Context: an optimization exercise on an open-source flow, tuned for small area. The choices shown serve that exercise and are no tape-out recipe. In this exercise RTL edits were held to simulation tests only and were not proved equivalent to the original. Power figures rest on the tool's default switching activity, not on a simulated workload.

===== flow/config.mk =====
export PLATFORM = sky130hd
export DESIGN_NAME = TetrisTop
export DESIGN_NICKNAME = TetrisTop
export VERILOG_FILES = /design/flow/design.v
export SDC_FILE = /design/flow/constraint.sdc
export NUM_CORES = 4
export LEC_CHECK = 0
export CAP_MARGIN = 20
export CORE_MARGIN = 2
export CORE_UTILIZATION = 40
export SLEW_MARGIN = 20

===== flow/constraint.sdc =====
create_clock -name core_clock -period 12.0 [get_ports {clk}]
set_input_delay 2.4000 -clock core_clock [delete_from_list [all_inputs] [get_ports {clk}]]
set_output_delay 2.4000 -clock core_clock [all_outputs]
set_load 0.01 [all_outputs]

===== flow/design.v =====
module TetrisTop(
	input			clk,
	input			rst,
	input			KeyLeft,
	input			KeyRight,
	input			KeyChange,
	input[8:0]		x_addr,
	input[8:0]		y_addr,
	output[23:0]	odata
);
integer i, r, c;
reg[14:0]	tcnt;
wire		Starting = (tcnt <= 15'd201);
wire		TimeUp   = (tcnt == 15'd0);
always @(posedge clk or negedge rst)
	if (!rst)
		tcnt <= 15'd25201;
	else if (TimeUp)
		tcnt <= 15'd200;
	else
		tcnt <= tcnt - 1'b1;
reg		UE;			 
reg[9:0]	RandReg;
wire[2:0]	Index = RandReg % 4'd7;
reg[2:0]	IdxD;		 
reg[2:0]	CurIdx;		 
always @(posedge clk or negedge rst)
	if (!rst)
		RandReg <= 10'd134;
	else if (UE)
		RandReg <= {RandReg[8], RandReg[7] ^ RandReg[9], RandReg[6:4],
		            RandReg[3] ^ RandReg[9], RandReg[2] ^ RandReg[9],
		            RandReg[1] ^ RandReg[9], RandReg[0], RandReg[9]};
always @(posedge clk or negedge rst)
	if (!rst)
		IdxD <= 3'd7;
	else
		IdxD <= Index;
always @(posedge clk or negedge rst)
	if (!rst)
		CurIdx <= 3'd0;
	else if (UE)
		CurIdx <= IdxD;
function [9:0] spawn(input [1:0] q, input [2:0] idx);
	reg[4:0] x, y;
	begin
		x = 5'd0; y = 5'd0;
		case (q)
		2'd0: begin y = 5'd0; case (idx) 3'd3, 3'd6: x = 5'd4; 3'd5: x = 5'd6; 3'd7: x = 5'd0; default: x = 5'd5; endcase end
		2'd1: case (idx)
			3'd1, 3'd4: begin x = 5'd6; y = 5'd0; end
			3'd3:       begin x = 5'd5; y = 5'd0; end
			3'd2, 3'd5, 3'd6: begin x = 5'd4; y = 5'd1; end
			3'd0:       begin x = 5'd5; y = 5'd1; end
			default:    begin x = 5'd0; y = 5'd0; end
			endcase
		2'd2: case (idx)
			3'd0:       begin x = 5'd5; y = 5'd2; end
			3'd4:       begin x = 5'd4; y = 5'd1; end
			3'd7:       begin x = 5'd0; y = 5'd0; end
			default:    begin x = 5'd5; y = 5'd1; end
			endcase
		default: case (idx)
			3'd0:       begin x = 5'd5; y = 5'd3; end
			3'd4:       begin x = 5'd5; y = 5'd1; end
			3'd7:       begin x = 5'd0; y = 5'd0; end
			default:    begin x = 5'd6; y = 5'd1; end
			endcase
		endcase
		spawn = {x, y};
	end
endfunction
reg[1:0]	CC;
always @(posedge clk or negedge rst)
	if (!rst)
		CC <= 2'd0;
	else if (UE && IdxD != CurIdx)
		CC <= 2'd0;
	else if (KeyChange)
		CC <= CC + 1'b1;
	else if (UE)
		CC <= 2'd0;
function [6:0] turn(input [1:0] q, input [2:0] idx, input [1:0] st);
	reg[2:0] dx, dy;
	reg rel;
	begin
		dx = 3'd0; dy = 3'd0; rel = 1'b0;
		case (q)
		2'd0: case (idx)
			3'd0: begin dx = st[0] ? -3'd2 : 3'd2; dy = dx; end
			3'd2, 3'd5, 3'd6: case (st)
				2'd0: begin dx =  3'd1; dy =  3'd1; end
				2'd1: begin dx = -3'd1; dy =  3'd1; end
				2'd2: begin dx = -3'd1; dy = -3'd1; end
				default: begin dx = 3'd1; dy = -3'd1; end
				endcase
			3'd3: begin dx = st[0] ? -3'd1 : 3'd1; dy = st[0] ? 3'd1 : -3'd1; end
			3'd4: begin dx = st[0] ? -3'd1 : 3'd1; dy = dx; end
			default: ;
			endcase
		2'd1: case (idx)
			3'd0: begin dx = st[0] ? -3'd1 : 3'd1; dy = dx; end
			3'd2: case (st)
				2'd0: begin dx =  3'd1; dy = -3'd1; end
				2'd1: begin dx =  3'd1; dy =  3'd1; end
				2'd2: begin dx = -3'd1; dy =  3'd1; end
				default: begin dx = -3'd1; dy = -3'd1; end
				endcase
			3'd4: begin dx = 3'd0; dy = st[0] ? -3'd2 : 3'd2; end
			3'd5: case (st)
				2'd0: begin dx =  3'd2; dy = -3'd2; end
				2'd1: begin dx =  3'd2; dy =  3'd2; end
				2'd2: begin dx = -3'd2; dy =  3'd2; end
				default: begin dx = -3'd2; dy = -3'd2; end
				endcase
			default: ;
			endcase
		2'd2: case (idx)
			3'd3: begin dx = st[0] ? 3'd1 : -3'd1; dy = dx; end
			3'd4: begin dx = st[0] ? -3'd1 : 3'd1; dy = st[0] ? 3'd1 : -3'd1; end
			3'd5: case (st)
				2'd0: begin dx =  3'd1; dy = -3'd1; end
				2'd1: begin dx =  3'd1; dy =  3'd1; end
				2'd2: begin dx = -3'd1; dy =  3'd1; rel = 1'b1; end
				default: begin dx = -3'd1; dy = -3'd1; end
				endcase
			3'd6: case (st)
				2'd0: begin dx = -3'd1; dy =  3'd1; end
				2'd1: begin dx = -3'd1; dy = -3'd1; end
				2'd2: begin dx =  3'd1; dy = -3'd1; rel = 1'b1; end
				default: begin dx = 3'd1; dy = 3'd1; end
				endcase
			default: ;
			endcase
		default: case (idx)
			3'd0: begin dx = st[0] ? 3'd1 : -3'd1; dy = dx; end
			3'd2: case (st)
				2'd0: begin dx = -3'd1; dy =  3'd1; end
				2'd1: begin dx = -3'd1; dy = -3'd1; end
				2'd2: begin dx =  3'd1; dy = -3'd1; end
				default: begin dx = 3'd1; dy = 3'd1; end
				endcase
			3'd3: begin dx = st[0] ? 3'd2 : -3'd2; dy = 3'd0; end
			3'd6: case (st)
				2'd0: begin dx = -3'd2; dy =  3'd2; end
				2'd1: begin dx = -3'd2; dy = -3'd2; end
				2'd2: begin dx =  3'd2; dy = -3'd2; end
				default: begin dx = 3'd2; dy = 3'd2; end
				endcase
			default: ;
			endcase
		endcase
		turn = {rel, dx, dy};
	end
endfunction
reg[4:0]	cx[0:3];
reg[4:0]	cy[0:3];
wire		AtLeft  = (cx[0] == 5'd0) || (cx[1] == 5'd0) || (cx[2] == 5'd0) || (cx[3] == 5'd0);
wire		AtRight = (cx[0] == 5'd9) || (cx[1] == 5'd9) || (cx[2] == 5'd9) || (cx[3] == 5'd9);
wire		Spawn   = !Starting || UE;
reg[6:0]	tv;
reg[2:0]	mdx, mdy;
reg[4:0]	bx, by;
reg[9:0]	sp;
always @(posedge clk or negedge rst)
	if (!rst) begin
		for (i = 0; i < 4; i = i + 1) begin
			cx[i] <= 5'd0;
			cy[i] <= 5'd0;
		end
	end
	else begin
		for (i = 0; i < 4; i = i + 1) begin
			tv = turn(i[1:0], CurIdx, CC);
			bx = cx[i];
			by = cy[i];
			mdx = 3'd0;
			mdy = 3'd0;
			if (TimeUp)
				mdy = 3'd1;
			else if (KeyLeft)
				mdx = AtLeft ? 3'd0 : -3'd1;
			else if (KeyRight)
				mdx = AtRight ? 3'd0 : 3'd1;
			else if (KeyChange) begin
				mdx = tv[5:3];
				mdy = tv[2:0];
				if (tv[6]) begin
					bx = cx[1];
					by = cy[1];
				end
			end
			sp = spawn(i[1:0], IdxD);
			if (Spawn) begin
				cx[i] <= sp[9:5];
				cy[i] <= sp[4:0];
			end
			else begin
				cx[i] <= bx + {{2{mdx[2]}}, mdx};
				cy[i] <= by + {{2{mdy[2]}}, mdy};
			end
		end
	end
reg[9:0]	Row[0:19];
reg[9:0]	D[0:21];
always @(*) begin
	for (r = 0; r < 22; r = r + 1)
		for (c = 0; c < 10; c = c + 1)
			D[r][c] = 1'b0;
	for (i = 0; i < 4; i = i + 1)
		for (r = 0; r < 22; r = r + 1)
			for (c = 0; c < 10; c = c + 1)
				if (cx[i] == c && cy[i] == ((r + 31) % 32))
					D[r][c] = 1'b1;
end
reg		Hit;
always @(*) begin
	Hit = 1'b0;
	for (i = 0; i < 4; i = i + 1)
		if (cy[i] == 5'd19)
			Hit = 1'b1;
	for (r = 0; r < 20; r = r + 1)
		for (c = 0; c < 10; c = c + 1)
			if (Row[r][c] && D[r][c])
				Hit = 1'b1;
end
always @(posedge clk or negedge rst)
	if (!rst)
		UE <= 1'b0;
	else
		UE <= TimeUp && Hit;
reg[19:0]	Shift;
reg		f;
always @(*) begin
	f = 1'b0;
	Shift = 20'd0;
	for (r = 19; r >= 1; r = r - 1) begin
		if (r >= 4 && Row[r] == 10'h3ff)
			f = 1'b1;
		Shift[r] = f;
	end
end
always @(posedge clk or negedge rst)
	if (!rst) begin
		for (r = 0; r < 20; r = r + 1)
			Row[r] <= 10'd0;
	end
	else if (UE) begin
		for (r = 0; r < 20; r = r + 1)
			Row[r] <= Row[r] | D[r + 2];
	end
	else begin
		for (r = 1; r < 20; r = r + 1)
			if (Shift[r])
				Row[r] <= Row[r - 1];
	end
wire[5:0]	qx  = x_addr / 4'd10;
wire[5:0]	qy  = y_addr / 4'd10;
wire		rx0 = (x_addr % 4'd10) == 4'd0;
wire		ry0 = (y_addr % 4'd10) == 4'd0;
wire[5:0]	ax  = qx - 6'd9;		 
wire[5:0]	ay  = qy - 6'd3;		 
wire		axv = (qx >= 6'd9) && (qx <= 6'd40);
wire		ayv = (qy >= 6'd3) && (qy <= 6'd34);
wire		inner = !rx0 && !ry0;
wire		wx   = (qx >= 6'd2) && (qx <= 6'd19);
wire		wall = !rx0 && (
		    ((qy == 6'd2 || (qy == 6'd23 && !ry0)) && wx) ||
		    (qy >= 6'd3 && qy <= 6'd22 && !ry0 && (qx == 6'd2 || qx == 6'd8 || qx == 6'd19)));
reg		nxt;
reg[9:0]	nd;
always @(*) begin
	nxt = 1'b0;
	for (i = 0; i < 4; i = i + 1) begin
		nd = spawn(i[1:0], IdxD);
		if (qx == {1'b0, nd[9:5]} && qy == {1'b0, nd[4:0]} + 6'd5)
			nxt = 1'b1;
	end
	nxt = nxt && inner;
end
reg		cur;
always @(*) begin
	cur = 1'b0;
	for (i = 0; i < 4; i = i + 1)
		if (ax[4:0] == cx[i] && ay[4:0] == cy[i])
			cur = 1'b1;
	cur = cur && axv && ayv && inner;
end
wire[9:0]	mrow = Row[ay[4:0]];
wire		map  = inner && (qx >= 6'd9) && (qx <= 6'd18) && (qy >= 6'd3) && (qy <= 6'd22) && mrow[ax[3:0]];
reg		oA, oB, oC;
always @(posedge clk) begin
	oA <= wall || (!nxt && !cur && map);
	oB <= !wall && (nxt || cur || map);
	oC <= !wall && !nxt && (cur || map);
end
wire		oW  = oA && !oB;
wire		oNC = oB && !oA;
wire		oCo = oC && !oA;
assign odata = {oW, oA, oW, oA, oW, oA, oW, oA,
		oB, oNC, oB, oNC, oB, oNC, oB, oNC,
		oC, oCo, oC, oC, oC, oCo, oC, oC};
endmodule

===== flow/run.sh =====
#!/bin/bash
# synth_recipe.tcl (not shown) runs the flow's synth.tcl, then flattens the netlist and writes it again
# the make line also repeats each setting of config.mk as NAME=value (left out here)
make -C /OpenROAD-flow-scripts/flow DESIGN_CONFIG=/design/flow/config.mk WORK_HOME=/design/flow/orfs CLKGATE_MAP_FILE= SYNTH_SCRIPT=/design/flow/synth_recipe.tcl finish

==> report_table.html, run 1 <==
<table>
<tr><th>Metric</th><th>Value</th></tr>
<tr><th colspan="2">STA</th></tr>
<tr><td>Share of the clock period used by the worst path after layout</td><td>0.910</td></tr>
<tr><td>Setup TNS Final</td><td>0 ns</td></tr>
<tr><td>Timing-limited maximum frequency</td><td>91.5 MHz</td></tr>
<tr><td>Setup violations, final</td><td>0</td></tr>
<tr><td>Clock period minus final worst setup slack</td><td>10.92 ns</td></tr>
<tr><td>Worst-case clock skew</td><td>0.0545 ns</td></tr>
<tr><td>Setup repair after global routing missed its margin</td><td>no</td></tr>
<tr><td>Total count of hold-check failures in the final report</td><td>0</td></tr>
<tr><td>Worst hold slack</td><td>0.465 ns</td></tr>
<tr><td>Pin slew with the least headroom to its limit</td><td>1.48 ns</td></tr>
<tr><td>Slew margin rel.</td><td>0.0143</td></tr>
<tr><td>Final count of pins violating max slew</td><td>0</td></tr>
<tr><th colspan="2">Synthesis</th></tr>
<tr><td>Count of distinct cell types in the synthesized netlist</td><td>118</td></tr>
<tr><td>Top cell types by occurrence after synthesis</td><td>sky130_fd_sc_hd__nand2_1, sky130_fd_sc_hd__nor2_1, sky130_fd_sc_hd__dfrtp_1, sky130_fd_sc_hd__clkbuf_1, sky130_fd_sc_hd__a21oi_1</td></tr>
<tr><td>Portion of the post-synthesis area used by sequential elements</td><td>0.241</td></tr>
<tr><td>Post-Synthesis Cell Area</td><td>0.0288 sq mm</td></tr>
<tr><td>Cell taking the most area after synthesis</td><td>sky130_fd_sc_hd__dfrtp_1</td></tr>
<tr><td>EDFF count, synth</td><td>0</td></tr>
<tr><td>Most frequently used cell type in the post-synthesis netlist</td><td>sky130_fd_sc_hd__nand2_1</td></tr>
<tr><td>Mean instance size in the synthesized netlist</td><td>7.80 sq um</td></tr>
<tr><td>Primary flip-flop cell chosen by synthesis mapping</td><td>sky130_fd_sc_hd__dfrtp_1</td></tr>
<tr><td>Flops &amp; latches, synth</td><td>277</td></tr>
<tr><td>Leading post-synthesis cells by cell area</td><td>sky130_fd_sc_hd__dfrtp_1, sky130_fd_sc_hd__a22oi_1, sky130_fd_sc_hd__a21oi_1</td></tr>
<tr><td>Mapped Nets</td><td>3771</td></tr>
<tr><td>Ys Warns</td><td>5</td></tr>
<tr><td>Synthesized instance count</td><td>3688</td></tr>
<tr><td>Asr flop ratio synth</td><td>0.989</td></tr>
<tr><td>Synth top area share</td><td>0.227</td></tr>
<tr><th colspan="2">Place</th></tr>
<tr><td>DP HPWL</td><td>150000 microns</td></tr>
<tr><td>Final weighted congestion in routability-driven placement</td><td>1.19</td></tr>
<tr><td>Placement Cell Area</td><td>0.0302 sq mm</td></tr>
<tr><td>IO Port Bufs</td><td>46</td></tr>
<tr><th colspan="2">Worst setup path</th></tr>
<tr><td>WP depth</td><td>26</td></tr>
<tr><td>Worst endpoint data arrival time</td><td>11.38 ns</td></tr>
<tr><td>Endpoint of the worst-slack reg-to-reg timing path</td><td>Row[2][7]</td></tr>
<tr><td>Class of the most critical setup path</td><td>in2reg</td></tr>
<tr><td>R2R setup slack</td><td>5.24 ns</td></tr>
<tr><td>CP Max Fanout</td><td>20</td></tr>
<tr><td>Worst-path cell with the longest stage delay</td><td>sky130_fd_sc_hd__ha_1</td></tr>
<tr><td>Startpoint of the most critical setup path</td><td>y_addr[8]</td></tr>
<tr><td>Count of cells along the worst register-to-register path</td><td>15</td></tr>
<tr><td>Longest individual stage delay on the worst path</td><td>0.84 ns</td></tr>
<tr><td>Crit end category</td><td>register</td></tr>
<tr><td>Crit-path leading delay family</td><td>simple AND/OR/NAND/NOR gates</td></tr>
<tr><td>Number of buffers and inverters on the critical path</td><td>5</td></tr>
<tr><td>Startpoint class of the critical path</td><td>input pin</td></tr>
<tr><td>Startpoint of the most critical register-to-register path</td><td>Row[18][6]</td></tr>
<tr><td>CP Capture Point</td><td>oA</td></tr>
<tr><td>Data required time at the worst endpoint</td><td>12.46 ns</td></tr>
<tr><th colspan="2">Layout</th></tr>
<tr><td>Number of inserted filler cells in the final layout</td><td>7305</td></tr>
<tr><td>Net total in the final layout</td><td>3676</td></tr>
<tr><td>Syn-to-layout area delta</td><td>9.70%</td></tr>
<tr><td>Share of layout cells above drive strength 1</td><td>0.115</td></tr>
<tr><td>Final design instance area without fill</td><td>0.0316 sq mm</td></tr>
<tr><th colspan="2">Clock tree</th></tr>
<tr><td>Post-CTS Hold Fix Bufs</td><td>0</td></tr>
<tr><td>Cts bufs inserted</td><td>36</td></tr>
<tr><td>Count of H-tree levels built during CTS</td><td>2</td></tr>
<tr><td>Total clock sinks</td><td>277</td></tr>
<tr><td>Root Buffer Master</td><td>sky130_fd_sc_hd__clkbuf_16</td></tr>
<tr><td>Post-CTS Repair Setup Buffers</td><td>0</td></tr>
<tr><td>Worst-Skew Late Latency</td><td>0.61 ns</td></tr>
<tr><td>Max Buffers Root-to-Sink</td><td>3</td></tr>
<tr><td>Quantity of gates resized following cts</td><td>0</td></tr>
<tr><td>Clock-pin slew of the registers on the worst-case setup and hold paths</td><td>0.07 ns</td></tr>
<tr><td>CTS tree</td><td>done</td></tr>
<tr><th colspan="2">Detailed routing</th></tr>
<tr><td>Vias per cell</td><td>7.98</td></tr>
<tr><td>DRC errors left</td><td>0</td></tr>
<tr><td>Detailed-route wire length</td><td>203000 microns</td></tr>
<tr><td>Detailed Routing Iterations Pass 1</td><td>9</td></tr>
<tr><td>Detailed-route wire length per cell</td><td>44.3 microns</td></tr>
<tr><td>Violation count after the first detailed-route iteration</td><td>6728</td></tr>
<tr><td>Total via count in the routed design</td><td>36600</td></tr>
<tr><td>Antenna-violating nets left</td><td>0</td></tr>
<tr><th colspan="2">Floorplanning</th></tr>
<tr><td>Effective utilization at floorplan</td><td>0.403</td></tr>
<tr><td>Horizontal die dimension</td><td>272 microns</td></tr>
<tr><td>Die Footprint</td><td>0.0741 sq mm</td></tr>
<tr><td>Number of standard-cell rows in the floorplan</td><td>98</td></tr>
<tr><td>Placeable core region</td><td>0.0714 sq mm</td></tr>
<tr><td>Total I/O pin count</td><td>47</td></tr>
<tr><td>Die Height</td><td>272 microns</td></tr>
<tr><th colspan="2">GRT</th></tr>
<tr><td>Largest net degree at the start of global routing</td><td>96</td></tr>
<tr><td>Wire length of the first global-routing pass</td><td>275000 microns</td></tr>
<tr><td>Remaining Overflow, GRT</td><td>0</td></tr>
<tr><td>Initial antenna violation count</td><td>14</td></tr>
<tr><td>Number of global-route vias before repair</td><td>32600</td></tr>
<tr><td>Total GRT Usage</td><td>0.529</td></tr>
<tr><th colspan="2">Flow run</th></tr>
<tr><td>Max-capacitance violation count</td><td>0</td></tr>
<tr><th colspan="2">Pwr</th></tr>
<tr><td>Leakage dissipation</td><td>0.0122 uW</td></tr>
<tr><td>Maximum vdd ir drop</td><td>143 uV</td></tr>
<tr><td>Ratio of total power to cell area</td><td>143 mW/mm^2</td></tr>
<tr><th colspan="2">Outcome</th></tr>
<tr><td>Outcome</td><td>no timing/DRC/antenna violations</td></tr>
<tr><th colspan="2">Hold path</th></tr>
<tr><td>Number of instances on the worst hold path</td><td>1</td></tr>
<tr><td>Tightest Hold Check Type</td><td>reg2reg</td></tr>
</table>
[cells in the final DEF (no fill, tap or decap), types with 37 or more instances in the layout]
cell type,count
sky130_fd_sc_hd__nand2_1,326
sky130_fd_sc_hd__nor2_1,284
sky130_fd_sc_hd__dfrtp_1,260
sky130_fd_sc_hd__a21oi_1,248
sky130_fd_sc_hd__a22oi_1,176
sky130_fd_sc_hd__nor3_1,162
sky130_fd_sc_hd__buf_4,162
sky130_fd_sc_hd__o22ai_1,145
sky130_fd_sc_hd__o21ai_0,134
sky130_fd_sc_hd__o221ai_1,119
sky130_fd_sc_hd__mux2i_1,113
sky130_fd_sc_hd__nand4_1,87
sky130_fd_sc_hd__nand3_1,72
sky130_fd_sc_hd__o22a_1,68
sky130_fd_sc_hd__inv_1,64
sky130_fd_sc_hd__xnor2_1,62
sky130_fd_sc_hd__a221o_1,57
sky130_fd_sc_hd__ha_1,52
sky130_fd_sc_hd__o21ba_2,51
sky130_fd_sc_hd__nand2b_1,49
sky130_fd_sc_hd__a221oi_1,48
sky130_fd_sc_hd__clkdlybuf4s50_1,45
sky130_fd_sc_hd__a21o_1,37
sky130_fd_sc_hd__a22o_1,37
sky130_fd_sc_hd__a31oi_1,37
[registers in the layout, summed over array words and instances (netlist names)]
register,flops
Row,200
oB,1
CC,2
CurIdx,3
cy,20
IdxD,3
oA,1
oC,1
tcnt,15
RandReg,10
cx,20
UE,1
[worst min path at each step]
stage | slack, ns | startpoint | end
floorplan | 0.44 | tcnt[14] | tcnt[14]
global placement | 0.45 | tcnt[14] | tcnt[14]
detailed placement | 0.46 | tcnt[14] | tcnt[14]
CTS | 0.47 | tcnt[14] | tcnt[14]
global route | 0.48 | tcnt[14] | tcnt[14]
finish | 0.46 | tcnt[14] | tcnt[14]
[worst reg2reg max path, cell delays in order (launching register included)]
cell,delay (ns)
sky130_fd_sc_hd__dfrtp_1,0.66
sky130_fd_sc_hd__nand4_1,0.23
sky130_fd_sc_hd__nor3_1,0.08
sky130_fd_sc_hd__nor3_2,0.24
sky130_fd_sc_hd__o31a_1,0.75
sky130_fd_sc_hd__nand3_1,0.86
sky130_fd_sc_hd__nor2_2,0.88
sky130_fd_sc_hd__nor4b_2,0.31
sky130_fd_sc_hd__buf_4,0.21
sky130_fd_sc_hd__o31a_1,0.15
sky130_fd_sc_hd__buf_4,0.24
sky130_fd_sc_hd__o31a_1,0.40
sky130_fd_sc_hd__o31a_1,0.21
sky130_fd_sc_hd__buf_4,0.36
sky130_fd_sc_hd__or2_2,0.81
sky130_fd_sc_hd__o22a_1,0.27
[cells by family after synthesis]
| family | after synthesis | synth area share |
|---|---|---|
| muxes | 140 | 0.0499 |
| xor gates and xnor gates | 98 | 0.0320 |
| and+or+nand+nor | 1260 | 0.217 |
| AOI/OAI and AO/OA | 1437 | 0.368 |
| DFF | 277 | 0.241 |
| adders and majority gates | 65 | 0.0299 |
| buffers and inverters | 411 | 0.0618 |
[stage by stage]
stage / cells / total power, uW / setup WS, ns / util
final: 4581 / 4500 / 1.08 / 0.442
after global routing: 4573 / 4550 / 0.686 / 0.442
after CTS: 4568 / 4320 / 1.36 / 0.441
after detailed placement: 4503 / 3180 / 0.812 / 0.424
after global placement: 4503 / 3190 / 1.11 / 0.424
after floorplan: 3688 / 2320 / 3.35 / -
[area by class of cell]
type / count / area, sq um / share of cell area
multi-input combinational: 3000 / 20200 / 0.641
sequential: 277 / 6940 / 0.220
timing repair buffer: 209 / 1690 / 0.0536
tap: 950 / 1190 / 0.0377
clock buffer: 48 / 1010 / 0.0319
inverter: 69 / 264 / 0.00837
clock inverter: 17 / 219 / 0.00694
antenna: 11 / 27.5 / 0.000872
[routing by layer]
layer | vias to the layer above | global-route usage | routed length, microns
met1 | 17700 | 0.625 | 71700
met5 | - | 0.0655 | 733
li1 | 14200 | - | -
met2 | 3495 | 0.713 | 77500
met3 | 1100 | 0.293 | 33700
met4 | 30 | 0.371 | 19200
[report_power, final]
group	leakage [uW]	switching, uW	internal, uW
combinational	0.00789	1500	595
clock	0.000589	506	646
sequential	0.00370	249	999
total	0.0122	2260	2240
==> run 2, diff against run 1 <==
--- a/flow/design.v
+++ b/flow/design.v
@@ -9,16 +9,22 @@
 	output[23:0]	odata
 );
 integer i, r, c;
-reg[14:0]	tcnt;
-wire		Starting = (tcnt <= 15'd201);
-wire		TimeUp   = (tcnt == 15'd0);
+reg[14:0]	tlfsr;
+reg		Starting;
+wire		TimeUp = (tlfsr == 15'd7447);
+wire		First  = (tlfsr == 15'd1);	 
 always @(posedge clk or negedge rst)
 	if (!rst)
-		tcnt <= 15'd25201;
+		tlfsr <= 15'd1;
 	else if (TimeUp)
-		tcnt <= 15'd200;
+		tlfsr <= 15'd25385;
 	else
-		tcnt <= tcnt - 1'b1;
+		tlfsr <= {tlfsr[13:0], tlfsr[14] ^ tlfsr[13]};
+always @(posedge clk or negedge rst)
+	if (!rst)
+		Starting <= 1'b0;
+	else if (tlfsr == 15'd6346)
+		Starting <= 1'b1;
 reg		UE;			 
 reg[9:0]	RandReg;
 wire[2:0]	Index = RandReg % 4'd7;
@@ -162,14 +168,7 @@
 reg[2:0]	mdx, mdy;
 reg[4:0]	bx, by;
 reg[9:0]	sp;
-always @(posedge clk or negedge rst)
-	if (!rst) begin
-		for (i = 0; i < 4; i = i + 1) begin
-			cx[i] <= 5'd0;
-			cy[i] <= 5'd0;
-		end
-	end
-	else begin
+always @(posedge clk) begin
 		for (i = 0; i < 4; i = i + 1) begin
 			tv = turn(i[1:0], CurIdx, CC);
 			bx = cx[i];
@@ -200,18 +199,24 @@
 				cy[i] <= by + {{2{mdy[2]}}, mdy};
 			end
 		end
-	end
+end
 reg[9:0]	Row[0:19];
-reg[9:0]	D[0:21];
+reg[9:0]	xd[0:3];
+reg[19:0]	yd[0:3];
+reg[4:0]	yy;
+reg[9:0]	M[0:19];
 always @(*) begin
-	for (r = 0; r < 22; r = r + 1)
+	for (i = 0; i < 4; i = i + 1) begin
+		yy = UE ? cy[i] - 1'b1 : cy[i] + 1'b1;
 		for (c = 0; c < 10; c = c + 1)
-			D[r][c] = 1'b0;
-	for (i = 0; i < 4; i = i + 1)
-		for (r = 0; r < 22; r = r + 1)
-			for (c = 0; c < 10; c = c + 1)
-				if (cx[i] == c && cy[i] == ((r + 31) % 32))
-					D[r][c] = 1'b1;
+			xd[i][c] = (cx[i] == c);
+		for (r = 0; r < 20; r = r + 1)
+			yd[i][r] = (yy == r);
+	end
+	for (r = 0; r < 20; r = r + 1)
+		for (c = 0; c < 10; c = c + 1)
+			M[r][c] = (xd[0][c] & yd[0][r]) | (xd[1][c] & yd[1][r]) |
+			          (xd[2][c] & yd[2][r]) | (xd[3][c] & yd[3][r]);
 end
 reg		Hit;
 always @(*) begin
@@ -220,9 +225,8 @@
 		if (cy[i] == 5'd19)
 			Hit = 1'b1;
 	for (r = 0; r < 20; r = r + 1)
-		for (c = 0; c < 10; c = c + 1)
-			if (Row[r][c] && D[r][c])
-				Hit = 1'b1;
+		if (|(Row[r] & M[r]))
+			Hit = 1'b1;
 end
 always @(posedge clk or negedge rst)
 	if (!rst)
@@ -240,19 +244,20 @@
 		Shift[r] = f;
 	end
 end
+reg[9:0]	RowN[0:19];
+always @(*)
+	for (r = 0; r < 20; r = r + 1)
+		RowN[r] = ((r > 0 && Shift[r] && !UE) ? Row[(r + 19) % 20] : 10'd0) |
+		          ((r > 0 && Shift[r] && !UE) ? 10'd0 : Row[r]) |
+		          (UE ? M[r] : 10'd0);
 always @(posedge clk or negedge rst)
 	if (!rst) begin
 		for (r = 0; r < 20; r = r + 1)
 			Row[r] <= 10'd0;
 	end
-	else if (UE) begin
-		for (r = 0; r < 20; r = r + 1)
-			Row[r] <= Row[r] | D[r + 2];
-	end
 	else begin
-		for (r = 1; r < 20; r = r + 1)
-			if (Shift[r])
-				Row[r] <= Row[r - 1];
+		for (r = 0; r < 20; r = r + 1)
+			Row[r] <= RowN[r];
 	end
 wire[5:0]	qx  = x_addr / 4'd10;
 wire[5:0]	qy  = y_addr / 4'd10;
@@ -284,6 +289,8 @@
 	for (i = 0; i < 4; i = i + 1)
 		if (ax[4:0] == cx[i] && ay[4:0] == cy[i])
 			cur = 1'b1;
+	if (First)
+		cur = (ax[4:0] == 5'd0) && (ay[4:0] == 5'd0);
 	cur = cur && axv && ayv && inner;
 end
 wire[9:0]	mrow = Row[ay[4:0]];
--- a/flow/config.mk
+++ b/flow/config.mk
@@ -5,6 +5,7 @@
 export SDC_FILE = /design/flow/constraint.sdc
 export NUM_CORES = 4
 export LEC_CHECK = 0
+export ABC_AREA = 1
 export CAP_MARGIN = 20
 export CORE_MARGIN = 2
 export CORE_UTILIZATION = 40
==> run 2 against run 1 <==
Compared with the run above:
- still clean
- maximum frequency is 24% higher
- utilization is 0.53 points higher
- flip-flop and latch count is 1 higher
- die area is 14% lower
- cell area is 14% lower
- routed wire length is 22% lower
- synthesized cell count is 1.4% higher
- register-to-register slack worse by 1.7 ns
- non-clock buffer count is 86 lower
- worst hold slack worse by 0.088 ns
- cell count is 0.41% lower
- sequential share of layout area is 2.9 points higher
- critical endpoint is now oB
- largest cell class unchanged
- largest power group is now the clock network
- highest routed layer unchanged
==> report_table.html, run 2 <==
<table>
<tr><th>Metric</th><th>Value</th></tr>
<tr><th colspan="2">STA</th></tr>
<tr><td>Worst hold slack</td><td>0.376 ns (-0.0885 ns)</td></tr>
<tr><td>Pin slew with the least headroom to its limit</td><td>1.36 ns (-0.123 ns)</td></tr>
<tr><td>Final count of pins violating max slew</td><td>0 (unchanged)</td></tr>
<tr><td>Share of the clock period used by the worst path after layout</td><td>0.733 (-0.177)</td></tr>
<tr><td>Setup repair after global routing missed its margin</td><td>no</td></tr>
<tr><td>Setup slack of the critical path after layout</td><td>3.20 ns (+2.12 ns)</td></tr>
<tr><td>Total count of hold-check failures in the final report</td><td>0 (unchanged)</td></tr>
<tr><td>Clock period minus final worst setup slack</td><td>8.80 ns (-2.12 ns)</td></tr>
<tr><td>Setup TNS Final</td><td>0 ns (unchanged)</td></tr>
<tr><td>Setup violations, final</td><td>0 (unchanged)</td></tr>
<tr><td>Slew margin rel.</td><td>0.0962 (+0.0818)</td></tr>
<tr><td>Timing-limited maximum frequency</td><td>114 MHz (+24%)</td></tr>
<tr><td>Worst-case clock skew</td><td>0.0367 ns (-0.0178 ns)</td></tr>
<tr><th colspan="2">Detailed routing</th></tr>
<tr><td>Detailed-route wire length</td><td>159000 microns (-22%)</td></tr>
<tr><td>Antenna-violating nets left</td><td>0 (unchanged)</td></tr>
<tr><td>Violation count after the first detailed-route iteration</td><td>5960 (-11%)</td></tr>
<tr><td>Detailed-route wire length per cell</td><td>34.8 microns (-21%)</td></tr>
<tr><td>Vias per cell</td><td>6.78 (-15%)</td></tr>
<tr><td>Detailed Routing Iterations Pass 1</td><td>15 (+6)</td></tr>
<tr><td>Total via count in the routed design</td><td>30900 (-15%)</td></tr>
<tr><td>DRC errors left</td><td>0 (unchanged)</td></tr>
<tr><th colspan="2">Clock tree</th></tr>
<tr><td>Post-CTS Hold Fix Bufs</td><td>0 (unchanged)</td></tr>
<tr><td>Quantity of gates resized following cts</td><td>0 (unchanged)</td></tr>
<tr><td>Max Buffers Root-to-Sink</td><td>3 (unchanged)</td></tr>
<tr><td>Cts bufs inserted</td><td>35 (-2.8%)</td></tr>
<tr><td>Count of H-tree levels built during CTS</td><td>2 (unchanged)</td></tr>
<tr><td>CTS tree</td><td>done</td></tr>
<tr><td>Clock-pin slew of the registers on the worst-case setup and hold paths</td><td>0.06 ns (about the same)</td></tr>
<tr><td>Post-CTS Repair Setup Buffers</td><td>0 (unchanged)</td></tr>
<tr><td>Root Buffer Master</td><td>sky130_fd_sc_hd__clkbuf_16</td></tr>
<tr><td>Worst-Skew Late Latency</td><td>0.60 ns (about the same)</td></tr>
<tr><td>Total clock sinks</td><td>278 (+0.36%)</td></tr>
<tr><th colspan="2">Pwr</th></tr>
<tr><td>Total power</td><td>2790 uW (-38%)</td></tr>
<tr><td>Ratio of total power to cell area</td><td>103 mW/mm^2 (-28%)</td></tr>
<tr><td>Leakage dissipation</td><td>0.0114 uW (-6.3%)</td></tr>
<tr><td>Maximum vdd ir drop</td><td>114 uV (-21%)</td></tr>
<tr><th colspan="2">Worst setup path</th></tr>
<tr><td>Worst endpoint data arrival time</td><td>9.26 ns (-2.12 ns)</td></tr>
<tr><td>Longest individual stage delay on the worst path</td><td>0.62 ns (-0.22 ns)</td></tr>
<tr><td>CP dominant cell by count</td><td>sky130_fd_sc_hd__nand2_2</td></tr>
<tr><td>Worst-path cell with the longest stage delay</td><td>sky130_fd_sc_hd__clkinv_1</td></tr>
<tr><td>Crit end category</td><td>register</td></tr>
<tr><td>Data required time at the worst endpoint</td><td>12.46 ns (about the same)</td></tr>
<tr><td>Class of the most critical setup path</td><td>in2reg</td></tr>
<tr><td>CP Max Fanout</td><td>17 (-15%)</td></tr>
<tr><td>Startpoint class of the critical path</td><td>input pin</td></tr>
<tr><th colspan="2">Synthesis</th></tr>
<tr><td>Leading post-synthesis cells by cell area</td><td>sky130_fd_sc_hd__dfrtp_1, sky130_fd_sc_hd__nand2_1, sky130_fd_sc_hd__inv_1</td></tr>
<tr><td>Cell taking the most area after synthesis</td><td>sky130_fd_sc_hd__dfrtp_1</td></tr>
<tr><td>Primary flip-flop cell chosen by synthesis mapping</td><td>sky130_fd_sc_hd__dfrtp_1</td></tr>
<tr><td>Top cell types by occurrence after synthesis</td><td>sky130_fd_sc_hd__nand2_1, sky130_fd_sc_hd__inv_1, sky130_fd_sc_hd__nor2_1, sky130_fd_sc_hd__dfrtp_1, sky130_fd_sc_hd__o21ai_0</td></tr>
<tr><td>Asr flop ratio synth</td><td>0.845 (-0.144)</td></tr>
<tr><td>Synthesized instance count</td><td>3740 (+1.4%)</td></tr>
<tr><td>Flops &amp; latches, synth</td><td>278 (+0.36%)</td></tr>
<tr><td>Mapped Nets</td><td>3833 (+1.6%)</td></tr>
<tr><td>Count of distinct cell types in the synthesized netlist</td><td>68 (-42%)</td></tr>
<tr><td>Most frequently used cell type in the post-synthesis netlist</td><td>sky130_fd_sc_hd__nand2_1</td></tr>
<tr><td>Mean instance size in the synthesized netlist</td><td>6.58 sq um (-16%)</td></tr>
<tr><td>EDFF count, synth</td><td>0 (unchanged)</td></tr>
<tr><td>Post-Synthesis Cell Area</td><td>0.0246 sq mm (-15%)</td></tr>
<tr><td>Portion of the post-synthesis area used by sequential elements</td><td>0.274 (+0.0335)</td></tr>
<tr><td>Ys Warns</td><td>8 (+3)</td></tr>
<tr><td>Synth top area share</td><td>0.232 (+0.00495)</td></tr>
<tr><th colspan="2">Floorplanning</th></tr>
<tr><td>Total I/O pin count</td><td>47 (unchanged)</td></tr>
<tr><td>Effective utilization at floorplan</td><td>0.406 (+0.00284)</td></tr>
<tr><td>Horizontal die dimension</td><td>252 microns (-7.4%)</td></tr>
<tr><td>Die Footprint</td><td>0.0635 sq mm (-14%)</td></tr>
<tr><td>Die Height</td><td>252 microns (-7.4%)</td></tr>
<tr><td>Number of standard-cell rows in the floorplan</td><td>90 (-8.2%)</td></tr>
<tr><td>Placeable core region</td><td>0.0606 sq mm (-15%)</td></tr>
<tr><th colspan="2">Place</th></tr>
<tr><td>DP HPWL</td><td>119000 microns (-21%)</td></tr>
<tr><td>Final weighted congestion in routability-driven placement</td><td>1.17 (-1.6%)</td></tr>
<tr><td>IO Port Bufs</td><td>46 (unchanged)</td></tr>
<tr><td>Placement Cell Area</td><td>0.0260 sq mm (-14%)</td></tr>
<tr><td>Worst setup slack before clock tree synthesis</td><td>2.91 ns (+2.09 ns)</td></tr>
<tr><th colspan="2">GRT</th></tr>
<tr><td>Busiest layer in global routing</td><td>met1</td></tr>
<tr><td>Initial antenna violation count</td><td>18 (+4)</td></tr>
<tr><td>Largest net degree at the start of global routing</td><td>132 (+38%)</td></tr>
<tr><td>Number of global-route vias before repair</td><td>28100 (-14%)</td></tr>
<tr><td>Wire length of the first global-routing pass</td><td>217000 microns (-21%)</td></tr>
<tr><td>Total GRT Usage</td><td>0.489 (-0.0402)</td></tr>
<tr><td>Met3 usage</td><td>0.224 (-0.0690)</td></tr>
<tr><td>Met1 usage in global routing</td><td>0.663 (+0.0379)</td></tr>
<tr><td>Remaining Overflow, GRT</td><td>0 (unchanged)</td></tr>
<tr><td>Global routing met2 resource utilization</td><td>0.630 (-0.0825)</td></tr>
<tr><th colspan="2">Layout</th></tr>
<tr><td>Commonest non-fill, non-tap cell in the layout</td><td>sky130_fd_sc_hd__nand2_1</td></tr>
<tr><td>Number of inserted filler cells in the final layout</td><td>6466 (-11%)</td></tr>
<tr><td>Largest register by flop count</td><td>Row</td></tr>
<tr><td>Net total in the final layout</td><td>3844 (+4.6%)</td></tr>
<tr><td>Final design instance area without fill</td><td>0.0271 sq mm (-14%)</td></tr>
<tr><td>Flip-flop count of the largest register after layout</td><td>200 (unchanged)</td></tr>
<tr><td>Share of layout cells above drive strength 1</td><td>0.0744 (-0.0410)</td></tr>
<tr><td>Syn-to-layout area delta</td><td>10.2%</td></tr>
<tr><td>Largest registers ranked by flip-flop count</td><td>Row x200, cx x20, cy x20</td></tr>
<tr><td>Most used cells in the layout excluding fill and tap cells</td><td>sky130_fd_sc_hd__nand2_1, sky130_fd_sc_hd__inv_1, sky130_fd_sc_hd__nor2_1, sky130_fd_sc_hd__dfrtp_1, sky130_fd_sc_hd__o21ai_0</td></tr>
<tr><th colspan="2">Hold path</th></tr>
<tr><td>Tightest Hold Check Type</td><td>reg2reg</td></tr>
<tr><th colspan="2">Flow run</th></tr>
<tr><td>Max-capacitance violation count</td><td>0 (unchanged)</td></tr>
<tr><th colspan="2">Outcome</th></tr>
<tr><td>Outcome</td><td>no timing/DRC/antenna violations</td></tr>
</table>
run 2: cell count changes after synthesis, sizes merged, moves of 113 or more:
cell,previous run,this run
nand2,327,842
clkbuf,252,109
inv,68,553
nor3,175,41
nor2,295,473
mux2i,113,0
a22oi,177,49
run 2: through the flow:
| stage | util | instances |
|---|---|---|
| 2_1_floorplan | - | 3740 |
| 3_3_place_gp | 0.429 | 4493 |
| 3_5_place_dp | 0.429 | 4494 |
| 4_1_cts | 0.447 | 4555 |
| 5_1_grt | 0.447 | 4558 |
| 6_report | 0.448 | 4562 |
run 2: worst paths after layout:
check / cells past startpoint / startpoint / slack [ns] / endpoint
hold / removal: 0 / tlfsr[5] / 0.38 / tlfsr[6]
max in group asynchronous: 2 / rst / 8.75 / UE
setup / recovery: 46 / y_addr[8] / 3.20 / oB
min in group asynchronous: 1 / rst / 1.88 / Row[12][7]
hold reg to reg: 0 / tlfsr[5] / 0.38 / tlfsr[6]
setup reg to reg: 21 / UE / 3.57 / UE
run 2: per-layer routing:
| metal | vias up | wire length, microns |
|---|---|---|
| met1 | 14600 | 62800 |
| met2 | 2711 | 57800 |
| met4 | 22 | 11600 |
| met3 | 737 | 26200 |
| li1 | 12900 | - |
| met5 | - | 243 |
run 2: worst max-delay path: cells and delay by family:
kind                     cells  cell delay [ns]
AO/OA/AOI/OAI                2             0.15
buffers and inverters        8             1.95
AND/OR/NAND/NOR             34             4.21
adder cells (fa/ha/maj)      2             0.47
run 2: final cells by class:
cell class	count	area, sq um	share of cell area
clock inverters	11	106	0.00392
diodes	5	12.5	0.000461
multi-input cells	2726	15000	0.553
flip-flops and latches	278	6750	0.249
well taps	782	978	0.0361
repair buffers	123	1050	0.0389
inverters	587	2210	0.0815
clock buffers	50	1000	0.0370
run 2: where the power goes:
group | switching (uW) | leakage [uW] | internal [uW]
sequential | 9.14 | 0.00360 | 940
clock | 468 | 0.000536 | 606
combinational | 549 | 0.00727 | 215
run 2: cell families (layout without fill, tap and decap cells):
family,Yosys count,after routing,share of synthesized area
AO/OA/AOI/OAI,952,952,0.259
XOR/XNOR,63,63,0.0230
adder cells (fa/ha/maj),70,70,0.0381
buffers and inverters,736,771,0.118
flip-flops,278,278,0.274
multiplexers,1,1,0.000458
other,0,5,0
AND/OR/NAND/NOR,1640,1640,0.287
==> run 3, diff against run 2 <==
==> flow/flow/run.sh (new file) <==
#!/bin/bash
# Own layout flow: the standard flow, except that synthesis maps the logic with
# an area-oriented ABC script and without Yosys's full-adder extraction. The
# registers are checked against the standard synthesis; if they differ in any
# way the standard netlist is used unchanged.
set -euo pipefail
W=$(pwd)
R=$W/orfs/results/$FLOW_PLATFORM/TetrisTop/base

# 1. standard synthesis (the reference for the register check)
bash standard.sh synth > $W/1_std_synth.log 2>&1
cp $R/1_2_yosys.v $W/std_1_2_yosys.v

# 2. own synthesis: ORFS's synthesis scripts with our ABC area script and
#    ADDER_MAP_FILE empty (no extract_fa)
mkdir -p $W/myscripts
cp -r $FLOW_HOME/scripts/. $W/myscripts/
cp $W/flow/abc_area.script $W/myscripts/abc_area.script
R2=$W/orfs2/results/$FLOW_PLATFORM/TetrisTop/base
if make -C $FLOW_HOME DESIGN_CONFIG=$W/config.mk WORK_HOME=$W/orfs2 CLKGATE_MAP_FILE= \
	SYNTH_SCRIPT=$W/synth_recipe.tcl SCRIPTS_DIR=$W/myscripts ADDER_MAP_FILE= ABC_AREA=1 \
	$R2/1_2_yosys.v > $W/2_own_synth.log 2>&1; then
	regs() {
		grep -E '^\s*sky130_fd_sc_hd__[a-z0-9]*df[a-z0-9]*_[0-9]+ ' "$1" \
			| sed -E 's/^\s*(sky130_fd_sc_hd__[a-z0-9]+)_[0-9]+\s+(\S+).*/\1 \2/' | sort
	}
	regs $W/std_1_2_yosys.v > $W/regs_std.txt
	regs $R2/1_2_yosys.v > $W/regs_own.txt
	if [ -s $W/regs_std.txt ] && cmp -s $W/regs_std.txt $W/regs_own.txt; then
		echo "registers match: using own synthesis" > $W/3_choice.log
		cp $R2/1_2_yosys.v $R/1_2_yosys.v
		cp $R2/1_2_yosys.sdc $R/1_2_yosys.sdc
		rm -f $R/1_synth.odb $R/1_synth.sdc
	else
		echo "registers differ: using standard synthesis" > $W/3_choice.log
		diff $W/regs_std.txt $W/regs_own.txt >> $W/3_choice.log || true
	fi
else
	echo "own synthesis failed: using standard synthesis" > $W/3_choice.log
fi

# 3. the rest of the standard flow; ports get the smallest buffer, the
#    clock tree is built from small buffers without dummy loads, placement
#    keeps no buffers from its timing-driven passes, and repairs use buffers
#    no larger than buf_4 (the platform's don't-use list plus the larger
#    buffers)
bash standard.sh \
	"DONT_USE_CELLS=sky130_fd_sc_hd__probe_p_8 sky130_fd_sc_hd__probec_p_8 sky130_fd_sc_hd__lpflow_bleeder_1 sky130_fd_sc_hd__lpflow_clkbufkapwr_1 sky130_fd_sc_hd__lpflow_clkbufkapwr_16 sky130_fd_sc_hd__lpflow_clkbufkapwr_2 sky130_fd_sc_hd__lpflow_clkbufkapwr_4 sky130_fd_sc_hd__lpflow_clkbufkapwr_8 sky130_fd_sc_hd__lpflow_clkinvkapwr_1 sky130_fd_sc_hd__lpflow_clkinvkapwr_16 sky130_fd_sc_hd__lpflow_clkinvkapwr_2 sky130_fd_sc_hd__lpflow_clkinvkapwr_4 sky130_fd_sc_hd__lpflow_clkinvkapwr_8 sky130_fd_sc_hd__lpflow_decapkapwr_12 sky130_fd_sc_hd__lpflow_decapkapwr_3 sky130_fd_sc_hd__lpflow_decapkapwr_4 sky130_fd_sc_hd__lpflow_decapkapwr_6 sky130_fd_sc_hd__lpflow_decapkapwr_8 sky130_fd_sc_hd__lpflow_inputiso0n_1 sky130_fd_sc_hd__lpflow_inputiso0p_1 sky130_fd_sc_hd__lpflow_inputiso1n_1 sky130_fd_sc_hd__lpflow_inputiso1p_1 sky130_fd_sc_hd__lpflow_inputisolatch_1 sky130_fd_sc_hd__lpflow_isobufsrc_1 sky130_fd_sc_hd__lpflow_isobufsrc_16 sky130_fd_sc_hd__lpflow_isobufsrc_2 sky130_fd_sc_hd__lpflow_isobufsrc_4 sky130_fd_sc_hd__lpflow_isobufsrc_8 sky130_fd_sc_hd__lpflow_isobufsrckapwr_16 sky130_fd_sc_hd__lpflow_lsbuf_lh_hl_isowell_tap_1 sky130_fd_sc_hd__lpflow_lsbuf_lh_hl_isowell_tap_2 sky130_fd_sc_hd__lpflow_lsbuf_lh_hl_isowell_tap_4 sky130_fd_sc_hd__lpflow_lsbuf_lh_isowell_4 sky130_fd_sc_hd__lpflow_lsbuf_lh_isowell_tap_1 sky130_fd_sc_hd__lpflow_lsbuf_lh_isowell_tap_2 sky130_fd_sc_hd__lpflow_lsbuf_lh_isowell_tap_4 sky130_fd_sc_hd__buf_6 sky130_fd_sc_hd__buf_8 sky130_fd_sc_hd__buf_12 sky130_fd_sc_hd__buf_16 sky130_fd_sc_hd__clkdlybuf4s15_1 sky130_fd_sc_hd__clkdlybuf4s15_2 sky130_fd_sc_hd__clkdlybuf4s18_1 sky130_fd_sc_hd__clkdlybuf4s18_2 sky130_fd_sc_hd__clkdlybuf4s25_1 sky130_fd_sc_hd__clkdlybuf4s25_2 sky130_fd_sc_hd__clkdlybuf4s50_1 sky130_fd_sc_hd__clkdlybuf4s50_2 sky130_fd_sc_hd__bufbuf_8 sky130_fd_sc_hd__bufbuf_16" \
	GPL_KEEP_OVERFLOW=0 \
	"BUFFER_PORTS_ARGS=-buffer_cell sky130_fd_sc_hd__buf_1" \
	"CTS_ARGS=-sink_clustering_enable -repair_clock_nets -dont_use_dummy_load -buf_list {sky130_fd_sc_hd__clkbuf_4 sky130_fd_sc_hd__clkbuf_8} -sink_clustering_size 16 -sink_clustering_max_diameter 60" \
	finish > $W/4_std_layout.log 2>&1
==> flow/flow/abc_area.script (new file) <==
strash
&get -n
&fraig -x
&put
scorr
dc2
dretime
strash
&get -n
&dch -f
&nf -R 1000 -p -F 16 -A 8 -a -C 32
&put
&get -n
&dch -f
&nf -R 1000 -p -F 16 -A 8 -a -C 32
&put
==> flow/standard.sh (new file) <==
#!/bin/bash
# synth_recipe.tcl (not shown) runs the flow's synth.tcl, then flattens the netlist and writes it again
# the make line also repeats each setting of config.mk as NAME=value (left out here)
make -C /OpenROAD-flow-scripts/flow DESIGN_CONFIG=/design/flow/config.mk WORK_HOME=/design/flow/orfs CLKGATE_MAP_FILE= SYNTH_SCRIPT=/design/flow/synth_recipe.tcl "${@:-finish}"
--- a/flow/config.mk
+++ b/flow/config.mk
@@ -6,7 +6,9 @@
 export NUM_CORES = 4
 export LEC_CHECK = 0
 export ABC_AREA = 1
-export CAP_MARGIN = 20
+export CAP_MARGIN = 5
 export CORE_MARGIN = 2
 export CORE_UTILIZATION = 40
-export SLEW_MARGIN = 20
+export PLACE_DENSITY = 0.5
+export SETUP_SLACK_MARGIN = 0.3
+export SLEW_MARGIN = 5
removed: flow/run.sh
==> run 3 against run 2 <==
Compared with the run above:
- the layout now fails its checks (capacitance limit, slew limit)
- critical endpoint unchanged
- sequential share of layout area rose by 5.0 points
- clock-buffer cell count fell by 13
- setup slack got worse by 2.2 ns
- largest cell class unchanged
- die area fell by 16%
- sequential power barely moved
- non-clock buffer count fell by 31
- register-to-register slack improved by 0.30 ns
- total power fell by 24%
==> report_table.html, run 3 <==
<table>
<tr><th>Metric</th><th>Value</th></tr>
<tr><th colspan="2">Worst setup path</th></tr>
<tr><td>CP Max Fanout</td><td>16 (-1)</td></tr>
<tr><td>Startpoint of the most critical register-to-register path</td><td>UE</td></tr>
<tr><td>Class of the most critical setup path</td><td>in2reg</td></tr>
<tr><td>Longest individual stage delay on the worst path</td><td>0.67 ns (+0.05 ns)</td></tr>
<tr><td>Endpoint of the worst-slack reg-to-reg timing path</td><td>UE</td></tr>
<tr><td>Startpoint class of the critical path</td><td>input pin</td></tr>
<tr><td>Data required time at the worst endpoint</td><td>12.56 ns (+0.10 ns)</td></tr>
<tr><td>Worst endpoint data arrival time</td><td>11.55 ns (+2.29 ns)</td></tr>
<tr><td>Worst-path cell with the longest stage delay</td><td>sky130_fd_sc_hd__a21oi_1</td></tr>
<tr><td>R2R setup slack</td><td>3.87 ns (+0.30 ns)</td></tr>
<tr><td>Crit end category</td><td>register</td></tr>
<tr><td>Startpoint of the most critical setup path</td><td>y_addr[7]</td></tr>
<tr><td>CP Capture Point</td><td>oB</td></tr>
<tr><td>CP dominant cell by count</td><td>sky130_fd_sc_hd__nor2_1</td></tr>
<tr><td>Count of cells along the worst register-to-register path</td><td>18 (-14%)</td></tr>
<tr><th colspan="2">Floorplanning</th></tr>
<tr><td>Die Footprint</td><td>0.0534 sq mm (-16%)</td></tr>
<tr><td>Die Height</td><td>231 microns (-8.3%)</td></tr>
<tr><td>Effective utilization at floorplan</td><td>0.403 (-0.00255)</td></tr>
<tr><td>Horizontal die dimension</td><td>231 microns (-8.3%)</td></tr>
<tr><td>Number of standard-cell rows in the floorplan</td><td>83 (-7.8%)</td></tr>
<tr><td>Placeable core region</td><td>0.0511 sq mm (-16%)</td></tr>
<tr><td>Total I/O pin count</td><td>47 (unchanged)</td></tr>
<tr><th colspan="2">Layout</th></tr>
<tr><td>Syn-to-layout area delta</td><td>9.70%</td></tr>
<tr><td>Most used cells in the layout excluding fill and tap cells</td><td>sky130_fd_sc_hd__nand2_1, sky130_fd_sc_hd__o21ai_0, sky130_fd_sc_hd__a222oi_1, sky130_fd_sc_hd__dfrtp_1, sky130_fd_sc_hd__nor2_1</td></tr>
<tr><td>Multi-input gate area</td><td>0.0139 sq mm (-7.4%)</td></tr>
<tr><td>Flip-flop count of the largest register after layout</td><td>200 (unchanged)</td></tr>
<tr><td>Largest registers ranked by flip-flop count</td><td>Row x200, cx x20, cy x20</td></tr>
<tr><td>Commonest non-fill, non-tap cell in the layout</td><td>sky130_fd_sc_hd__nand2_1</td></tr>
<tr><td>Number of inserted filler cells in the final layout</td><td>5245 (-19%)</td></tr>
<tr><td>Share of layout cells above drive strength 1</td><td>0.0567 (-0.0177)</td></tr>
<tr><td>Final cell utilization of the core</td><td>0.443 (-0.00497)</td></tr>
<tr><td>Largest register by flop count</td><td>Row</td></tr>
<tr><td>FF/Latch Area</td><td>0.00675 sq mm (unchanged)</td></tr>
<tr><td>Net total in the final layout</td><td>2706 (-30%)</td></tr>
<tr><th colspan="2">STA</th></tr>
<tr><td>Timing-limited maximum frequency</td><td>91.0 MHz (-20%)</td></tr>
<tr><td>Total count of hold-check failures in the final report</td><td>0 (unchanged)</td></tr>
<tr><td>Setup repair after global routing missed its margin</td><td>no</td></tr>
<tr><td>Final count of pins violating max slew</td><td>21 (+21)</td></tr>
<tr><td>Worst-case clock skew</td><td>0.105 ns (+0.0683 ns)</td></tr>
<tr><td>Share of the clock period used by the worst path after layout</td><td>0.916 (+0.183)</td></tr>
<tr><td>Setup violations, final</td><td>0 (unchanged)</td></tr>
<tr><td>Slew margin rel.</td><td>-0.0536 (-0.150)</td></tr>
<tr><td>Worst hold slack</td><td>0.389 ns (+0.0128 ns)</td></tr>
<tr><td>Pin slew with the least headroom to its limit</td><td>1.58 ns (+0.220 ns)</td></tr>
<tr><td>Clock period minus final worst setup slack</td><td>10.99 ns (+2.20 ns)</td></tr>
<tr><th colspan="2">Clock tree</th></tr>
<tr><td>Max Buffers Root-to-Sink</td><td>3 (unchanged)</td></tr>
<tr><td>Post-CTS Repair Setup Buffers</td><td>0 (unchanged)</td></tr>
<tr><td>Count of H-tree levels built during CTS</td><td>2 (unchanged)</td></tr>
<tr><td>Cts bufs inserted</td><td>37 (+5.7%)</td></tr>
<tr><td>CTS tree</td><td>done</td></tr>
<tr><td>Clock-pin slew of the registers on the worst-case setup and hold paths</td><td>0.08 ns (+0.02 ns)</td></tr>
<tr><td>Total clock sinks</td><td>278 (unchanged)</td></tr>
<tr><td>Worst-Skew Late Latency</td><td>0.70 ns (+0.10 ns)</td></tr>
<tr><td>Root Buffer Master</td><td>sky130_fd_sc_hd__clkbuf_8</td></tr>
<tr><th colspan="2">Flow run</th></tr>
<tr><td>Max-capacitance violation count</td><td>2 (+2)</td></tr>
<tr><th colspan="2">Synthesis</th></tr>
<tr><td>Post-Synthesis Cell Area</td><td>0.0206 sq mm (-16%)</td></tr>
<tr><td>Synthesized instance count</td><td>2584 (-31%)</td></tr>
<tr><td>Mean instance size in the synthesized netlist</td><td>7.98 sq um (+21%)</td></tr>
<tr><td>Ys Warns</td><td>8 (unchanged)</td></tr>
<tr><td>Mapped Nets</td><td>2607 (-32%)</td></tr>
<tr><th colspan="2">GRT</th></tr>
<tr><td>Initial antenna violation count</td><td>3 (-15)</td></tr>
<tr><td>Largest net degree at the start of global routing</td><td>86 (-35%)</td></tr>
<tr><td>Number of global-route vias before repair</td><td>23300 (-17%)</td></tr>
<tr><td>Remaining Overflow, GRT</td><td>0 (unchanged)</td></tr>
<tr><td>Total GRT Usage</td><td>0.437 (-0.0512)</td></tr>
<tr><td>Wire length of the first global-routing pass</td><td>170000 microns (-22%)</td></tr>
<tr><th colspan="2">Outcome</th></tr>
<tr><td>List of failed layout checks</td><td>capacitance limit, slew limit</td></tr>
<tr><td>Outcome</td><td>failed layout checks</td></tr>
<tr><th colspan="2">Pwr</th></tr>
<tr><td>Ratio of total power to cell area</td><td>93.3 mW/mm^2 (-9.3%)</td></tr>
<tr><td>Leakage dissipation</td><td>0.00843 uW (-26%)</td></tr>
<tr><td>Maximum vdd ir drop</td><td>63.8 uV (-44%)</td></tr>
<tr><th colspan="2">Detailed routing</th></tr>
<tr><td>Total via count in the routed design</td><td>25700 (-17%)</td></tr>
<tr><td>Antenna-violating nets left</td><td>0 (unchanged)</td></tr>
<tr><td>DRC errors left</td><td>0 (unchanged)</td></tr>
<tr><td>Detailed-route wire length per cell</td><td>35.6 microns (+2.4%)</td></tr>
<tr><td>Vias per cell</td><td>7.65 (+13%)</td></tr>
<tr><td>Detailed-route wire length</td><td>120000 microns (-24%)</td></tr>
<tr><td>Violation count after the first detailed-route iteration</td><td>6402 (+7.4%)</td></tr>
<tr><td>Detailed Routing Iterations Pass 1</td><td>15 (unchanged)</td></tr>
<tr><th colspan="2">Place</th></tr>
<tr><td>DP HPWL</td><td>85200 microns (-28%)</td></tr>
<tr><td>Final weighted congestion in routability-driven placement</td><td>1.09 (-6.9%)</td></tr>
<tr><td>IO Port Bufs</td><td>46 (unchanged)</td></tr>
<tr><th colspan="2">Hold path</th></tr>
<tr><td>Tightest Hold Check Type</td><td>reg2reg</td></tr>
<tr><td>Number of instances on the worst hold path</td><td>0 (unchanged)</td></tr>
</table>
-- run 3: cell types whose count changed in the layout (fill, tap and decap cells not counted), sizes merged, moves of 75 or more --
cell and change:
o221ai -87, a22oi +75, inv -555, nand2 -411
a222oi +233, a221oi -78, o21ai +133, nor2 -249
o22ai -145, nand3 -103
-- run 3: what timing repair did --
item,CTS,global route
hold buffers,0,0
gates resized for setup,5,8
setup endpoints to repair,3,3
endpoints found under the hold margin,0,0
-- run 3: worst min-delay path by stage --
stage	from	to	slack, ns
after detailed placement	tlfsr[5]	tlfsr[6]	0.37
after global routing	tlfsr[5]	tlfsr[6]	0.41
after CTS	tlfsr[5]	tlfsr[6]	0.40
final	tlfsr[5]	tlfsr[6]	0.39
after global placement	tlfsr[5]	tlfsr[6]	0.38
after floorplan	tlfsr[9]	tlfsr[10]	0.43
-- run 3: final cells by class --
type	instances	share of cell area
Multi-Input combinational cell	2248	0.614
Sequential cell	278	0.299
Tap cell	680	0.0376
Timing Repair Buffer	92	0.0226
Clock buffer	37	0.0225
Inverter	26	0.00432
Antenna cell	2	0.000221
-- run 3: per-layer routing --
layer | global-route usage | share of wire | vias to the layer above
li1 | - | - | 10500
met1 | 0.581 | 0.39 | 12400
met2 | 0.589 | 0.38 | 2197
met3 | 0.196 | 0.16 | 635
met4 | 0.229 | 0.070 | 12
met5 | 0 | 0.0015 | -
-- run 3: worst max-delay path, delay by kind of cell --
family,cells,cell delay [ns]
simple gates,19,4.95
compound gates,11,2.64
xor+xnor,5,1.29
buf+inv,2,0.22
-- run 3: metrics by stage --
step                      instance area [sq um]  power (uW)  worst slack, ns  setup TNS [ns]  std cells
after global placement                    21400        1430            -6.49        -1583.11       3278
after global routing                      22600        2180            0.298               0       3361
after CTS                                 22500        2090            0.472               0       3358
after floorplan                           20600        1300            0.931               0       2584
final                                     22600        2110             1.01               0       3363
after detailed placement                  22000        1440           -0.714           -1.92       3321
-- run 3: report_power, final --
| group | leakage [uW] | internal (uW) | switching [uW] | total (uW) |
|---|---|---|---|---|
| logic | 0.00456 | 152 | 352 | 504 |
| registers | 0.00360 | 938 | 9.63 | 948 |
| clock network | 0.000266 | 273 | 385 | 657 |
| total | 0.00843 | 1360 | 746 | 2110 |

## re-timing with driven ports
The flow's constraints put no driver on any port. The routed layouts listed below were extracted and timed again, unchanged, in two steps.
Step 1 assumes that a clkbuf_16 drives the clock port and a buf_2 every other input.
Step 2, shift: input delay + t, output delay - t, t = (earliest + latest rising clock arrival at the registers) / 2. This alone moves slack from input paths to output paths.
Three values: no drivers, after step 1, after step 2; two values: the first two.
run	t (ns)	setup WS [ns]	clock arrival spread, ns	pins driven straight from the clock port
run 1	0.650	1.077 / 1.118 / 0.468	0.054 / 0.054	1
run 2	0.637	3.201 / 3.230 / 2.593	0.037 / 0.037	1
run 3	0.702	1.006 / 1.039 / 0.337	0.105 / 0.105	1
The setup slack of run 3, which loses most, moves by +0.033 ns with the drivers and by -0.669 ns with both steps.
